From an optimization exercise on the open Yosys and OpenROAD flow, aimed at small area; shortcuts taken in it are not production practice.
Only simulation tests tie the RTL to the original design; equivalence was not proved.
In every run shown here, the design's own scripts or RTL, not TritonCTS, make the clock network.
The flow treats the clock pin as an ideal source. Dropping or thinning the clock tree relies on that and would not hold on a real chip.
No activity file was given, so power comes from the tool's default toggle rates.

### flow/flow/synth.tcl
# synth_recipe.tcl (the standard synthesis) with two changes, both in how the
# logic between the registers is mapped (the registers are untouched):
#  - ABC maps the logic with area-oriented scripts instead of ORFS's speed
#    script: each script in cf_abc_scripts maps the same netlist, and the
#    mapping with the smallest cell area is kept;
#  - adders are not pre-mapped to half/full adder cells (ABC maps them too).
set cf_abc_scripts {}
foreach seed {10} {
  lappend cf_abc_scripts "&get -n; &st; &deepsyn -S $seed -T 50; &nf -a -R 1000; &put"
}
foreach seed {} {
  lappend cf_abc_scripts "&get -n; &st; &deepsyn -S $seed -T 50; &dch -f; &nf -a -R 1000; &put"
}
proc synth {args} { yosys synth -nofsm -noshare {*}$args }
proc cf_area {lib file} {
  yosys tee -q -o $file stat -liberty $lib
  set fh [open $file r]; set text [read $fh]; close $fh
  if {![regexp {Chip area for module '\\top': ([0-9.]+)} $text -> area]} { error "no area in $file" }
  return $area
}
proc abc {args} {
  set lib [lindex $args [expr {[lsearch -exact $args -liberty] + 1}]]
  set i [lsearch -exact $args -script]
  yosys design -save cf_before_abc
  set best_area 1e18
  set k 0
  foreach text $::cf_abc_scripts {
    set script $::env(OBJECTS_DIR)/cf_abc_$k.script
    set fh [open $script w]; puts $fh [join [split $text ";"] "\n"]; close $fh
    yosys design -load cf_before_abc
    lset args [expr {$i + 1}] $script
    yosys abc {*}$args
    set area [cf_area $lib $::env(OBJECTS_DIR)/cf_abc_$k.stat]
    puts "abc mapping $k ($text): area $area"
    if {$area < $best_area} { set best_area $area; set best $k; yosys design -save cf_best }
    incr k
  }
  yosys design -load cf_best
  puts "abc: kept mapping $best, area $best_area"
}
proc extract_fa {args} { puts "extract_fa skipped" }
source $::env(SCRIPTS_DIR)/synth.tcl
# left out here: clear keep_hierarchy, flatten, clean up, hide names made inside functions, write 1_2_yosys.v
### flow/standard.sh
#!/bin/bash
# synth_recipe.tcl (not shown) runs the flow's synth.tcl, then flattens the netlist and writes it again
# the make line also repeats each setting of config.mk as NAME=value (left out here)
make -C /OpenROAD-flow-scripts/flow DESIGN_CONFIG=/design/flow/config.mk WORK_HOME=/design/flow/orfs CLKGATE_MAP_FILE= SYNTH_SCRIPT=/design/flow/synth_recipe.tcl "${@:-finish}"
### flow/flow/pre_cts.tcl
# Clock tree: the clock port drives a few clock buffers directly, each placed at
# the centre of one group of registers and driving that group's clock pins
# (in place of the tree that clock_tree_synthesis builds).
proc cf_centre {iterms} {
  set sx 0; set sy 0; set n 0
  foreach it $iterms {
    set box [[$it getInst] getBBox]
    set sx [expr {$sx + ([$box xMin] + [$box xMax]) / 2}]
    set sy [expr {$sy + ([$box yMin] + [$box yMax]) / 2}]
    incr n
  }
  return [list [expr {$sx / $n}] [expr {$sy / $n}]]
}
proc cf_sorted {iterms axis} {
  set keyed {}
  foreach it $iterms {
    set box [[$it getInst] getBBox]
    if {$axis eq "x"} { set k [expr {[$box xMin] + [$box xMax]}] } else { set k [expr {[$box yMin] + [$box yMax]}] }
    lappend keyed [list $k $it]
  }
  set out {}
  foreach p [lsort -integer -index 0 $keyed] { lappend out [lindex $p 1] }
  return $out
}
proc cf_split {iterms axis} {
  set s [cf_sorted $iterms $axis]
  set h [expr {[llength $s] / 2}]
  return [list [lrange $s 0 [expr {$h - 1}]] [lrange $s $h end]]
}
proc clock_tree_synthesis {args} {
  set block [ord::get_db_block]
  set master [[ord::get_db] findMaster $::env(CLK_LEAF_BUF)]
  set clknet [$block findNet i_clk]
  set sinks [$clknet getITerms]
  set groups [list $sinks]
  if {[info exists ::env(CLK_LEAF_STRIPS)]} {
    # three groups: a third of the registers by x, then the rest halved by y
    set s [cf_sorted $sinks x]
    set k [expr {[llength $s] / 3}]
    set groups [list [lrange $s 0 [expr {$k - 1}]]]
    foreach h [cf_split [lrange $s $k end] y] { lappend groups $h }
  } else {
    foreach axis [lrange {x y} 0 [expr {$::env(CLK_LEAF_SPLITS) - 1}]] {
      set next {}
      foreach g $groups { foreach h [cf_split $g $axis] { if {[llength $h]} { lappend next $h } } }
      set groups $next
    }
  }
  set k 0
  foreach g $groups {
    set inst [odb::dbInst_create $block $master clkbuf_leaf_$k]
    set bnet [odb::dbNet_create $block clk_leaf_$k]
    $bnet setSigType CLOCK
    lassign [cf_centre $g] x y
    $inst setLocation $x $y
    $inst setPlacementStatus PLACED
    foreach it $g { $it disconnect; $it connect $bnet }
    [$inst findITerm A] connect $clknet
    [$inst findITerm X] connect $bnet
    puts "clock: clkbuf_leaf_$k ([$master getName]) drives [llength $g] register clock pins"
    incr k
  }
}
### flow/constraint.sdc
create_clock -name core_clock -period 10.0 [get_ports {i_clk}]
set_input_delay 2.0000 -clock core_clock [delete_from_list [all_inputs] [get_ports {i_clk}]]
set_output_delay 2.0000 -clock core_clock [all_outputs]
set_load 0.01 [all_outputs]
### flow/flow/run.sh
#!/bin/bash
# Own flow: the standard layout with these changes.
#  - synthesis: ABC maps the logic with area-oriented scripts and keeps the
#    smallest mapping (flow/synth.tcl); the registers are those of the
#    standard synthesis.
#  - clock tree: the clock port drives four clock buffers, each driving the
#    clock pins of one quarter of the registers (flow/pre_cts.tcl).
#  - port buffers: every input and output port gets a buf_1 buffer.
# Each tool's output goes to a log file in this folder.
set -euo pipefail
W=$(pwd)
export PRE_CTS_TCL=$W/flow/pre_cts.tcl
export CLK_LEAF_BUF=sky130_fd_sc_hd__clkbuf_4
export CLK_LEAF_SPLITS=2
export CLK_LEAF_STRIPS=3
export BUFFER_PORTS_ARGS="-buffer_cell sky130_fd_sc_hd__buf_1"
# synthesis: standard.sh's make command with our synthesis script
sed "s#$W/synth_recipe.tcl#$W/flow/synth.tcl#" standard.sh > synth_step.sh
grep -q "$W/flow/synth.tcl" synth_step.sh
bash synth_step.sh synth > synth.log 2>&1
# the rest of the standard layout (synthesis results are up to date)
bash standard.sh > layout.log 2>&1
### flow/config.mk
export PLATFORM = sky130hd
export DESIGN_NAME = top
export DESIGN_NICKNAME = top
export VERILOG_FILES = /design/flow/design.v
export SDC_FILE = /design/flow/constraint.sdc
export NUM_CORES = 4
export LEC_CHECK = 0
export CAP_MARGIN = 20
export CORE_MARGIN = 2
export CORE_UTILIZATION = 40
export GPL_TIMING_DRIVEN = 0
export PLACE_DENSITY = 0.9
export SLEW_MARGIN = 20
### flow/design.v
`timescale 1ns/1ps
module top
(
    input  wire i_clk,
    input  wire i_reset,
    input  wire i_uartRx,
    output wire o_uartTx
);
reg  [4:0] cnt;
wire       tick = &cnt;
wire       cnt0 = ~cnt[4] & ~cnt[1] & ~cnt[0];      
always @(posedge i_clk)
    if (i_reset | tick) cnt <= 5'd12;
    else                cnt <= cnt + 5'd1;
reg  [3:0] rm;
reg  [3:0] rs;
wire       r_idle = (rm == 4'd1);
wire       r_bnd  = tick & (rs == 4'd15);
wire       sample = r_bnd & rm[3];
wire       done   = r_bnd & (rm == 4'd0) & i_uartRx;
always @(posedge i_clk) begin
    if (i_reset)
        rm <= 4'd1;
    else if (r_idle) begin
        if (~i_uartRx) rm <= 4'd7;
    end
    else if (r_bnd)
        rm <= rm + 4'd1;
    if (r_idle & ~i_uartRx) rs <= 4'd8;
    else if (tick)          rs <= rs + 4'd1;
end
reg  [1:0] ph;
reg  [3:0] st;           
reg  [7:0] A;            
reg  [7:0] R;            
reg  [2:0] cls;          
reg        X;            
wire ph0   = (ph == 2'd0);
wire ph1   = (ph == 2'd1);
wire ph2   = (ph == 2'd2);
wire ph3   = (ph == 2'd3);
wire txsh  = cnt0 & (st == 4'd0) & (ph0 | (ph3 & ~X));
wire comp  = ph3 & st[3];
wire SH    = ~cls[2] & cls[0];
wire a = A[0];
wire b = R[0];
wire cy = R[7] & (st[2:0] != 3'd0);
reg  f;
always @(*) begin
    case (cls)
        3'b100:  f = a & b;
        3'b101:  f = a | b;
        3'b110:  f = a ^ b;
        3'b111:  f = ~(a | b);
        default: f = a ^ b ^ cy;     
    endcase
end
wire ai   = a ^ cls[1];
wire cout = (ai & b) | (ai & cy) | (b & cy);
wire [2:0] j = st[2:0];
wire shwin = j[2] | (j[1] & j[0]) |
             (j == 3'd2 & ~cnt[4]) |
             (j == 3'd1 & ~cnt[4] & ~cnt[1]) |
             (j == 3'd0 & cnt0);
wire [5:0] op = R[5:0];
wire op_sh = (op[5:1] == 5'b00001);
wire op_ar = op[5] & ~op[4] & ~op[3] & ~(~op[2] & op[0]);
wire op_ok = op_sh | op_ar;
wire [2:0] op_cls = op_ar ? op[2:0] : {~op_sh, op_sh & op[0], op_sh};
always @(posedge i_clk) begin
    if (i_reset) begin
        ph <= 2'd0;
        A  <= 8'hff;
        X  <= 1'b1;
    end
    else begin
        if (done)
            ph <= ph + 2'd1;
        else if (txsh & ph3)
            ph <= 2'd0;
        if (sample & ph1)
            A <= {i_uartRx & op_ok, A[7:1]};    
        else if (txsh)
            A <= {1'b1, A[7:1]};
        else if (comp & ~SH & tick)
            A <= {f, A[7:1]};
        else if (comp & SH & b & shwin)
            A <= {cls[1] & A[7], A[7:1]};
        if (ph3 & (cnt == 5'd17))          
            X <= 1'b0;
        else if (txsh)
            X <= A[0];
    end
    if (done & ph2)  st <= 4'd0;
    else if (tick)   st <= st + 4'd1;
    if ((sample & ~ph1) | (comp & tick))
        R <= {comp ? cout : i_uartRx, R[7:1]};
    if (done & ph1)
        cls <= op_cls;
end
assign o_uartTx = X;
endmodule
==> results_tabular.tex, run 1 <==
\begin{tabular}{lr}
\hline
Metric & Value \\
\hline
\multicolumn{2}{l}{\textbf{STA}} \\
\quad Final critical path time including I/O delays and setup & 2.99 ns \\
\quad Count of endpoints failing hold in the final timing report & 0 \\
\quad Worst slew pin tran & 0.720 ns \\
\quad Clock Skews & 0.00690 ns \\
\quad Maximum frequency from static timing analysis & 334 MHz \\
\quad Worst-case setup margin in the final layout & 7.01 ns \\
\quad Number of slew-limit violations in the final report & 0 \\
\quad Setup repair after global routing missed its margin & no \\
\quad Total negative slack for setup checks & 0 ns \\
\quad Number of failing setup endpoints in the final timing report & 0 \\
\quad Worst slew margin relative to its limit & 52.0\% \\
\quad Portion of the clock cycle consumed by the worst path in the final layout & 29.9\% \\
\quad Final Hold Slack & 0.447 ns \\
\multicolumn{2}{l}{\textbf{Logic synthesis}} \\
\quad Top cell type's share of synthesized area & 35.3\% \\
\quad Dominant cell by count in the synthesized netlist & sky130\_fd\_sc\_hd\_\_dfxtp\_1 \\
\quad Dominant register cell in the synthesized netlist & sky130\_fd\_sc\_hd\_\_dfxtp\_1 \\
\quad Top cells by area in the synthesized netlist & sky130\_fd\_sc\_hd\_\_dfxtp\_1 35\%, sky130\_fd\_sc\_hd\_\_edfxtp\_1 21\%, sky130\_fd\_sc\_hd\_\_o22a\_1 3.9\% \\
\quad Count of unique library cells instantiated by Yosys & 37 \\
\quad EDFF count, synth & 11 \\
\quad Share of the yosys chip area belonging to registers & 56.2\% \\
\quad Syn Std Cell Area & 1590 µm² \\
\quad Cell type with the largest total area after synthesis & sky130\_fd\_sc\_hd\_\_dfxtp\_1 \\
\quad Ys async rst share & 0\% \\
\quad Flops \& latches, synth & 39 \\
\quad Post-synth top cells & 28 x sky130\_fd\_sc\_hd\_\_dfxtp\_1, 15 x sky130\_fd\_sc\_hd\_\_nor2\_1, 12 x sky130\_fd\_sc\_hd\_\_a21oi\_1, 12 x sky130\_fd\_sc\_hd\_\_o21ai\_0, 11 x sky130\_fd\_sc\_hd\_\_edfxtp\_1 \\
\quad Post-synthesis area per instance & 10.1 µm² \\
\quad Net count after synthesis & 160 \\
\quad Synthesized netlist cell count & 157 \\
\quad Syn. warnings & 1 \\
\multicolumn{2}{l}{\textbf{Power and ir drop}} \\
\quad Share of total power in sequential cells & 72.6\% \\
\quad Power after layout & 243 µW \\
\quad Maximum VDD drop & 0.0000797 V \\
\quad Power dissipated by switching net loads & 52.1 µW \\
\quad Share of power burned in combinational logic & 6.6\% \\
\quad Share of total power consumed by net switching & 21.4\% \\
\quad Lkg Pwr & 0.592 nW \\
\quad Internal & 191 µW \\
\quad Total power density per cell area & 144 nW/µm² \\
\quad Clk network pwr share & 20.8\% \\
\multicolumn{2}{l}{\textbf{Critical path}} \\
\quad Kind of launch point of the worst setup path & primary input \\
\quad Count of buffering cells on the critical path with inverters included & 1 \\
\quad Crit-path cells & buf\_1, nand4b\_1, nor3\_1 \\
\quad Maximum cell stage delay along the critical path & 0.42 ns \\
\quad Data arrival time of the critical path & 2.84 ns \\
\quad Family with the most delay on the worst path & simple AND/OR/NAND/NOR gates \\
\quad Nature of the critical path endpoint & flop \\
\quad Library cell contributing the largest single delay on the critical path & sky130\_fd\_sc\_hd\_\_nor3\_1 \\
\quad Peak fanout along the critical path & 5 \\
\quad Required time of the worst setup path & 9.85 ns \\
\quad Crit Path Class & primary input to flop \\
\multicolumn{2}{l}{\textbf{Place}} \\
\quad Quantity of I/O buffers inserted on ports & 3 \\
\quad Placer congestion estimate & 0.824 \\
\quad Dpl ws & 6.83 ns \\
\quad Post-detail-place hpwl & 1970 µm \\
\multicolumn{2}{l}{\textbf{Floorplanning}} \\
\quad Placement row count & 22 \\
\quad Core footprint & 3740 µm² \\
\quad Die Span X & 67.0 µm \\
\quad Starting utilization of the core area & 42.4\% \\
\quad I/O pin count & 4 \\
\quad DIE HEIGHT & 67.0 µm \\
\quad Die Outline Area & 4490 µm² \\
\multicolumn{2}{l}{\textbf{Finish}} \\
\quad Ratio of cells with drive above 1 in the final layout & 1.84\% \\
\quad Post-layout net count & 168 \\
\quad Number of antenna repair diodes & 0 \\
\quad Area added between synthesis and finish & 5.91\% \\
\multicolumn{2}{l}{\textbf{Detailed routing}} \\
\quad Final Routed Wirelength & 2630 µm \\
\quad DRC Markers & 0 \\
\quad Wire per inst & 12.5 µm \\
\quad Via density per instance & 5.44 \\
\quad Via count of the routed design & 1147 \\
\quad Iteration-0 DRC count of the detailed router & 68 \\
\quad Length of the first detailed-routing pass in iterations & 4 \\
\quad Remaining antenna violation count after routing & 0 \\
\multicolumn{2}{l}{\textbf{Clock network}} \\
\quad Worst-Skew Late Latency & 0.18 ns \\
\quad CTS clk-pin slew, worst paths & 0.12 ns \\
\quad Setup Fix Bufs, Post-CTS & 0 \\
\quad Post-cts sizing count & 0 \\
\quad Total of hold buffers inserted after clock tree synthesis & 0 \\
\multicolumn{2}{l}{\textbf{Global routing}} \\
\quad Maximum number of pins on one net before global-route repair & 14 \\
\quad Wire length of the first global-routing pass & 4530 µm \\
\quad Antenna violations before repair & 0 \\
\quad Vias in the first global route & 1066 \\
\quad Total congestion overflow after global routing & 0 \\
\quad GRT Total Usage & 12.5\% \\
\multicolumn{2}{l}{\textbf{Job}} \\
\quad Max-cap violations & 0 \\
\multicolumn{2}{l}{\textbf{Status}} \\
\quad Run status & complete, no violations \\
\multicolumn{2}{l}{\textbf{Min path}} \\
\quad Hold Path Class & flop to flop \\
\hline
\end{tabular}
-- layout by cell type (no fill, tap or decap), drive strengths merged, types with 2 or more instances in the layout --
cell     n
o22a     7
or3      2
and3b    2
dfxtp   28
a21oi   12
buf      3
nor3     8
nand3    5
clkinv   6
o21a     2
edfxtp  11
nor2    15
and3     4
clkbuf   3
and2     2
xor2     3
a211oi   3
xnor2    3
nor2b    3
o21ai   12
a31oi    2
nand2    9
nand4b   2
-- final cells by class --
type / instances / area [µm²]
tap: 48 / 60.1
fill: 385 / 2060
timing repair buffer: 3 / 11.3
buffer: 3 / 22.5
sequential: 39 / 891
inverter: 6 / 22.5
multi-input combinational: 112 / 673
-- power groups by stage --
stage               registers, mW  logic [mW]  clock network (mW)
global placement            0.179      0.0153                   0
global route                0.178      0.0183              0.0576
detailed placement          0.180      0.0160                   0
floorplan                   0.178      0.0132                   0
finish                      0.176      0.0159              0.0505
CTS                         0.180      0.0162              0.0379
-- registers in the layout, summed over array words and instances (netlist names) --
register	count
A	8
R	8
cnt	5
rm	4
rs	4
st	4
cls	3
ph	2
X	1
-- kinds of logic (layout without fill, tap and decap cells) --
logic type,count (synthesis),after routing,synth area share (%)
buffers and inverters,6,12,1.42
xor gates and xnor gates,6,6,3.31
and+or+nand+nor,58,58,19.0
AOI/OAI and AO/OA,46,46,18.8
muxes,1,1,0.631
DFF,39,39,56.2
adders and majority gates,1,1,0.631
-- final timing paths --
path                                from  endpoint  slack, ns  cells after the start
worst max-delay path            i_uartRx    cls[0]       7.01                      3
worst max register to register    cnt[0]      R[2]       7.27                      6
worst min-delay path                R[6]      R[5]       0.45                      0
worst min register to register      R[6]      R[5]       0.45                      0
-- layer usage --
metal	vias to the layer above	track usage, %	part of all wire [%]
li1	599	-	-
met1	521	16.8	48
met2	22	21.8	46
met3	5	1.18	4.3
met4	0	2.55	1.7
met5	-	0	0
-- metrics by stage --
stage               utilization [%]  cell area, µm²  std cells
floorplan                         -            1590        157
global placement               44.3            1660        208
detailed placement             44.3            1660        208
CTS                            44.9            1680        211
global route                   44.9            1680        211
finish                         44.9            1680        211
==> run 2, diff against run 1 <==
--- a/flow/config.mk
+++ b/flow/config.mk
@@ -9,5 +9,5 @@
 export CORE_MARGIN = 2
 export CORE_UTILIZATION = 40
 export GPL_TIMING_DRIVEN = 0
-export PLACE_DENSITY = 0.9
+export PLACE_DENSITY = 0.95
 export SLEW_MARGIN = 20
==> run 2 against run 1 <==
  * Synthesized cell count did not move
  * Area after synthesis did not move
  * Final cell count did not move
  * Cell area did not move
  * Combinational power rose by 3%
  * Fmax rose by 0.26%
  * Via count rose by 2.4%
  * Global-route usage rose by 0.71 points
  * Critical path type unchanged
  * Critical endpoint is now st[1]
  * Highest routed layer unchanged
==> results_tabular.tex, run 2 <==
\begin{tabular}{lr}
\hline
Metric & Value \\
\hline
\multicolumn{2}{l}{\textbf{Status}} \\
\quad Run status & complete, no violations \\
\multicolumn{2}{l}{\textbf{Min path}} \\
\quad Hold Path Class & flop to flop \\
\quad Hold-critical path depth & 0 \\
\multicolumn{2}{l}{\textbf{Finish}} \\
\quad Area added between synthesis and finish & 5.91\% \\
\quad Sequential cell area & 891 µm² \\
\quad Top flop regs & A: 8 flops, R: 8 flops, cnt: 5 flops \\
\quad Number of antenna repair diodes & 0 \\
\quad Ratio of cells with drive above 1 in the final layout & 1.84\% \\
\quad Commonest non-fill, non-tap cell in the layout & sky130\_fd\_sc\_hd\_\_dfxtp\_1 \\
\quad Area of combinational cells with multiple inputs & 673 µm² \\
\quad Fill count & 370 \\
\quad Post-layout net count & 168 \\
\quad Leading cell types in the layout, fill and taps excluded & 28 x sky130\_fd\_sc\_hd\_\_dfxtp\_1, 15 x sky130\_fd\_sc\_hd\_\_nor2\_1, 12 x sky130\_fd\_sc\_hd\_\_o21ai\_0, 12 x sky130\_fd\_sc\_hd\_\_a21oi\_1, 11 x sky130\_fd\_sc\_hd\_\_edfxtp\_1 \\
\quad Total non-filler cell area in the finished layout & 1680 µm² \\
\multicolumn{2}{l}{\textbf{Critical path}} \\
\quad Crit-path cells & buf\_1, nand4b\_1, nor3b\_1, nor2\_1 \\
\quad Required time of the worst setup path & 10.06 ns \\
\quad Peak fanout along the critical path & 5 \\
\quad Kind of launch point of the worst setup path & primary input \\
\quad Family with the most delay on the worst path & simple AND/OR/NAND/NOR gates \\
\quad Crit Path Class & primary input to flop \\
\quad Data arrival time of the critical path & 3.05 ns \\
\quad Number of cells on the critical path & 4 \\
\quad Maximum cell stage delay along the critical path & 0.51 ns \\
\quad Count of buffering cells on the critical path with inverters included & 1 \\
\quad Library cell contributing the largest single delay on the critical path & sky130\_fd\_sc\_hd\_\_nor3b\_1 \\
\quad Nature of the critical path endpoint & flop \\
\quad Depth of the worst register-to-register path & 6 \\
\multicolumn{2}{l}{\textbf{Logic synthesis}} \\
\quad Ys async rst share & 0\% \\
\quad Synthesized netlist cell count & 157 \\
\quad Share of the yosys chip area belonging to registers & 56.2\% \\
\quad EDFF count, synth & 11 \\
\quad Top cell type's share of synthesized area & 35.3\% \\
\quad Count of unique library cells instantiated by Yosys & 37 \\
\quad Post-synth top cells & 28 x sky130\_fd\_sc\_hd\_\_dfxtp\_1, 15 x sky130\_fd\_sc\_hd\_\_nor2\_1, 12 x sky130\_fd\_sc\_hd\_\_a21oi\_1, 12 x sky130\_fd\_sc\_hd\_\_o21ai\_0, 11 x sky130\_fd\_sc\_hd\_\_edfxtp\_1 \\
\quad Top cells by area in the synthesized netlist & sky130\_fd\_sc\_hd\_\_dfxtp\_1 35\%, sky130\_fd\_sc\_hd\_\_edfxtp\_1 21\%, sky130\_fd\_sc\_hd\_\_o22a\_1 3.9\% \\
\quad Dominant cell by count in the synthesized netlist & sky130\_fd\_sc\_hd\_\_dfxtp\_1 \\
\quad Syn. warnings & 1 \\
\quad Syn Std Cell Area & 1590 µm² \\
\quad Flops \& latches, synth & 39 \\
\quad Post-synthesis area per instance & 10.1 µm² \\
\quad Cell type with the largest total area after synthesis & sky130\_fd\_sc\_hd\_\_dfxtp\_1 \\
\quad Net count after synthesis & 160 \\
\quad Dominant register cell in the synthesized netlist & sky130\_fd\_sc\_hd\_\_dfxtp\_1 \\
\multicolumn{2}{l}{\textbf{Floorplanning}} \\
\quad I/O pin count & 4 \\
\quad Die Span X & 67.0 µm \\
\quad Placement row count & 22 \\
\quad Starting utilization of the core area & 42.4\% \\
\quad DIE HEIGHT & 67.0 µm \\
\quad Core footprint & 3740 µm² \\
\quad Die Outline Area & 4490 µm² \\
\multicolumn{2}{l}{\textbf{STA}} \\
\quad Portion of the clock cycle consumed by the worst path in the final layout & 29.9\% \\
\quad Worst slew pin tran & 0.791 ns \\
\quad Setup repair after global routing missed its margin & no \\
\quad Clock Skews & 0.00299 ns \\
\quad Maximum frequency from static timing analysis & 335 MHz \\
\quad Number of slew-limit violations in the final report & 0 \\
\quad Final Hold Slack & 0.450 ns \\
\quad Number of failing setup endpoints in the final timing report & 0 \\
\quad Final critical path time including I/O delays and setup & 2.99 ns \\
\quad Total negative slack for setup checks & 0 ns \\
\quad Count of endpoints failing hold in the final timing report & 0 \\
\quad Worst slew margin relative to its limit & 47.2\% \\
\multicolumn{2}{l}{\textbf{Detailed routing}} \\
\quad Final Routed Wirelength & 2710 µm \\
\quad Remaining antenna violation count after routing & 0 \\
\quad Wire per inst & 12.8 µm \\
\quad Via count of the routed design & 1174 \\
\quad DRC Markers & 0 \\
\quad Iteration-0 DRC count of the detailed router & 53 \\
\quad Length of the first detailed-routing pass in iterations & 4 \\
\quad Via density per instance & 5.56 \\
\multicolumn{2}{l}{\textbf{Clock network}} \\
\quad Setup Fix Bufs, Post-CTS & 0 \\
\quad Post-cts sizing count & 0 \\
\quad Worst-Skew Late Latency & 0.18 ns \\
\quad Total of hold buffers inserted after clock tree synthesis & 0 \\
\quad CTS clk-pin slew, worst paths & 0.12 ns \\
\multicolumn{2}{l}{\textbf{Power and ir drop}} \\
\quad Lkg Pwr & 0.592 nW \\
\quad Maximum VDD drop & 0.000115 V \\
\quad Total power density per cell area & 145 nW/µm² \\
\multicolumn{2}{l}{\textbf{Global routing}} \\
\quad Wire length of the first global-routing pass & 4800 µm \\
\quad Total congestion overflow after global routing & 0 \\
\quad Maximum number of pins on one net before global-route repair & 14 \\
\quad GRT Total Usage & 13.2\% \\
\quad Antenna violations before repair & 0 \\
\quad Vias in the first global route & 1124 \\
\multicolumn{2}{l}{\textbf{Job}} \\
\quad Max-cap violations & 0 \\
\multicolumn{2}{l}{\textbf{Place}} \\
\quad Post-detail-place hpwl & 1980 µm \\
\quad Placement-stage cell area & 1660 µm² \\
\quad Quantity of I/O buffers inserted on ports & 3 \\
\quad Placer congestion estimate & 0.802 \\
\hline
\end{tabular}
[run 2: path summary, 6_finish.rpt]
path,startpoint,endpoint,slack (ns)
worst max register to register,cnt[0],R[2],7.22
worst min-delay path,R[6],R[5],0.45
worst min register to register,R[6],R[5],0.45
worst max-delay path,i_uartRx,st[1],7.01
[run 2: final cells by class]
class / count / area share, %
flip-flops and latches: 39 / 53.0
multi-input cells: 112 / 40.1
plain buffers: 3 / 1.34
well taps: 48 / 3.57
repair buffers: 3 / 0.670
inverters: 6 / 1.34
[run 2: through the flow]
stage / setup slack, ns / cells / total power, mW / util [%]
2_1_floorplan: 7.22 / 157 / 0.191 / -
3_3_place_gp: 6.88 / 208 / 0.195 / 44.3
3_5_place_dp: 6.83 / 208 / 0.196 / 44.3
4_1_cts: 6.80 / 211 / 0.234 / 44.9
5_1_grt: 6.91 / 211 / 0.256 / 44.9
6_report: 7.01 / 211 / 0.244 / 44.9
[run 2: cells by family (layout without fill, tap and decap cells)]
group	count (synthesis)	after routing	synth area share [%]
and+or+nand+nor	58	58	19.0
buffers and inverters	6	12	1.42
xor gates and xnor gates	6	6	3.31
AOI/OAI and AO/OA	46	46	18.8
adders and majority gates	1	1	0.631
muxes	1	1	0.631
DFF	39	39	56.2
[run 2: power by group]
part	internal, mW	switching [mW]	leakage (nW)
Combinational	0.00780	0.00848	0.251
Clock	0.0145	0.0370	0.0138
Sequential	0.168	0.00795	0.327
[run 2: per-layer routing]
layer	GRT usage [%]	part of all wire, %	up-vias
li1	-	-	603
met2	23.4	47	13
met4	2.04	0.55	0
met3	2.03	3.5	4
met1	17.2	49	554
met5	0	0	-

what the ideal ports hide:
Ports are ideal in the flow. The routed layouts listed here were re-timed in OpenROAD.
Step 1 sets driving cells, clkbuf_16 on the clock port and buf_2 on the other inputs (assumed; they add their load-dependent delay and slew).
Step 2 also shifts input and output timing later by t, the mid clock arrival at the registers, as if the neighbouring blocks saw the same clock.
a / b / c = ideal ports / drivers / drivers and shift; a / b = the first two.
| run | shift t [ns] | slack for setup (ns) | worst register clock-pin slew, ns | worst data-port slew with drivers (ns) |
|---|---|---|---|---|
| run 1 | 0.217 | 7.007 / 7.027 / 6.809 | 0.12 / 0.12 | 0.03 |
| run 2 | 0.215 | 7.015 / 7.028 / 6.813 | 0.12 / 0.12 | 0.03 |
After both steps setup and hold are still met in every run listed. For run 2, which loses most, drivers alone change the setup slack by +0.013 ns; drivers and shift together by -0.202 ns.
